This design comes from an exercise in tuning for small area, a short achievable clock period and few clock cycles per item on the open sky130 flow, not from production work.
RTL that was checked went through simulation tests only; none was proved equivalent to the original.
Power and IR drop assume default switching activity.

==> flow/design.v (excerpt) <==
module conv_128_8_16_1(clk, reset, x_data, x_valid, x_ready, y_data, y_valid, y_ready);
clock: 10.0 ns
lec_check: 0
cap_margin: 20
core_margin: 2
core_utilization: 40
setup_slack_margin: 5
slew_margin: 20
run.sh (not shown) runs the stock make flow with config.mk's settings and CLKGATE_MAP_FILE= SYNTH_SCRIPT=/design/flow/synth_recipe.tcl, a recipe that flattens the netlist after the stock synthesis.
The first run produced a clean layout.
Next try:
CORE_UTILIZATION = 70   (was 40)
CTS_BUF_LIST = sky130_fd_sc_hd__clkbuf_8   (was unset)
CTS_CLUSTER_DIAMETER = 100   (was unset)
CTS_CLUSTER_SIZE = 30   (was unset)
Routed wire length fell slightly.
Via count rose by a few percent.
Non-clock buffer count fell by 2.
Global-route usage rose by 14 points.
Setup slack degrades by 230 ps.
Final area fell by a few percent.
Critical path depth fell by 12.
Sequential share of layout area rose by 0.67 points.
Next try:
==> flow/flow/run.sh (new file) <==
#!/bin/bash
set -euo pipefail
bash standard.sh SETUP_SLACK_MARGIN=5.5 finish > standard_flow.log 2>&1
==> flow/standard.sh (new file) <==
#!/bin/bash
# synth_recipe.tcl (not shown) runs the flow's synth.tcl, then flattens the netlist and writes it again
# the make line also repeats each setting of config.mk as NAME=value (left out here)
make -C /OpenROAD-flow-scripts/flow DESIGN_CONFIG=/design/flow/config.mk WORK_HOME=/design/flow/orfs CLKGATE_MAP_FILE= SYNTH_SCRIPT=/design/flow/synth_recipe.tcl "${@:-finish}"
CORE_UTILIZATION = 40   (was 70)
CTS_BUF_LIST = unset   (was sky130_fd_sc_hd__clkbuf_8)
CTS_CLUSTER_DIAMETER = unset   (was 100)
CTS_CLUSTER_SIZE = unset   (was 30)
SETUP_SLACK_MARGIN = unset   (was 5)
removed: flow/run.sh
The changed run ran to the end with no violations. Final cell count goes up by 13%. Utilization goes down by 30 points. Design area goes up by 5.8%. Maximum frequency goes up by 7.5%. Worst hold slack is better by 11 ps. Setup slack is better by 350 ps. Synthesized cell count is unchanged.
No run of this note included a check of the RTL's function; only the layout flow was run.

## oak
Another version of the RTL of conv_128_8_16_1 (not shown whole).
Size: roughly 2100 cells after synthesis, ~220 flip-flops, ~38 I/O pins, about 0.019 sq mm of cells after synthesis.
// conv_128_8_16_1
module conv_128_8_16_1(clk, reset, x_data, x_valid, x_ready, y_data, y_valid, y_ready);
clock: 10.0 ns
lec_check: 0
abc_area: 1
cap_margin: 20
core_margin: 2
core_utilization: 40
cts_cluster_diameter: 60
cts_cluster_size: 30
slew_margin: 20
standard.sh (not shown) runs the stock make flow with config.mk's settings and CLKGATE_MAP_FILE= SYNTH_SCRIPT=/design/flow/synth_recipe.tcl, a recipe that flattens the netlist after the stock synthesis.
==> flow/flow/run.sh <==
#!/bin/bash
set -euo pipefail
bash standard.sh SETUP_SLACK_MARGIN=6.1 "BUFFER_PORTS_ARGS=-buffer_cell sky130_fd_sc_hd__buf_4" finish > standard_flow.log 2>&1
oak closes out successfully: all stages finished, all timing, DRC and antenna checks passed.
Testbench counts of oak, summed over its fixed seeds: cycles 8,208, items 7,744.
Modified inputs, pine compared to oak
==> flow/flow/run.sh <==
#!/bin/bash
set -euo pipefail
bash standard.sh SETUP_SLACK_MARGIN=6.25 "BUFFER_PORTS_ARGS=-buffer_cell sky130_fd_sc_hd__buf_4" finish > standard_flow.log 2>&1
-- flow/config.mk --
<<< oak, line 11
export CORE_UTILIZATION = 40
export CTS_CLUSTER_DIAMETER = 60
export CTS_CLUSTER_SIZE = 30
export SLEW_MARGIN = 20
>>> pine, line 11
export CORE_UTILIZATION = 40
export CTS_CLUSTER_DIAMETER = 50
export CTS_CLUSTER_SIZE = 40
export SLEW_MARGIN = 20
## What came out
There was hardly any difference in latest clock arrival within the worst-skew pair between oak and pine. The more densely filled core belongs to pine, not oak. Going from oak to pine, sequential share of layout area moved down, share of layout cells above drive strength 1 now sits higher. Changes observed in pine relative to oak: total power +0.24 mW; number of logic inverters in the finished layout stayed essentially flat; via density per instance lost 0.55%; routed wire length went up; final design instance area without fill climbed 350 sq um. Looking at first-pass GRT wire length, pine sits 0.48% above oak. When the final numbers for oak and pine were put side by side, the number of ordinary and repair buffers in the finished layout turned out to be smaller in oak.
Changes in birch relative to pine:
-- flow/config.mk --
<<< pine, line 11
export CORE_UTILIZATION = 40
export CTS_CLUSTER_DIAMETER = 50
export CTS_CLUSTER_SIZE = 40
export SLEW_MARGIN = 20
>>> birch, line 11
export CORE_UTILIZATION = 40
export CTS_CLUSTER_DIAMETER = 60
export CTS_CLUSTER_SIZE = 30
export SLEW_MARGIN = 20
[summary]
Between pine and birch, the detail-routed via count per cell figures differ only marginally.
In the metrics for birch and pine, the one carrying the higher detailed-routing wirelength on met1 is pine.
A slowest cell on the critical path of fa_2 is what birch shows, while edfxtp_1 belongs to pine.
First-iteration DRC count: birch < pine
#### Input delta (maple over birch)
-- flow/config.mk --
<<< birch, line 7
export LEC_CHECK = 0
export ABC_AREA = 1
export CAP_MARGIN = 20
>>> maple, line 7
export LEC_CHECK = 0
export CAP_MARGIN = 20
### Flow results
A cell with the largest stage delay on the worst path of fa_2 is what birch shows, while fa_1 belongs to maple.
Relative to birch, non-clock buffering overhead in the final layout has increased by 2.3 points in maple.
Per the comparison of maple with birch, power consumption went up; design area went up.
| worst slack at placement | higher: birch |
maple went all the way through the flow, and no timing, DRC or antenna check failed.
birch reports its origin of the worst setup path as x_data[2] while maple reports xp[15].
The total area of sequential cells was comparable across birch and maple.

port drivers added, routing unchanged:
How much do the figures lean on ideal ports? The routed layouts below were timed once more, with nothing changed but the port constraints.
Step 1, drivers: a clkbuf_16 drives clk and a buf_2 each remaining input, both assumed.
Step 2 also shifts input and output timing later by t, the mid clock arrival at the registers, as if the neighbouring blocks saw the same clock.
a / b / c = no drivers / after step 1 / after step 2; a / b = the first two.
run	shift t [ns]	setup slack, ns	worst hold slack (ns)
the first run of note 1	0.522	5.267 / 5.267 / 4.834	0.501 / 0.501 / 0.501
the second run of note 1	0.544	5.040 / 5.019 / 4.792	0.491 / 0.491 / 0.491
the third run of note 1	0.518	5.387 / 5.352 / 5.161	0.502 / 0.502 / 0.502
oak	0.607	6.217 / 6.217 / 5.714	0.457 / 0.457 / 0.457
pine	0.627	6.347 / 6.345 / 5.785	0.449 / 0.449 / 0.449
birch	0.603	6.343 / 6.362 / 5.775	0.454 / 0.454 / 0.454
maple	0.597	6.173 / 6.173 / 5.717	0.449 / 0.449 / 0.449
After both steps every run listed still meets setup and hold. The setup slack of birch, which loses most, moves by +0.019 ns with the drivers and by -0.568 ns with both steps.
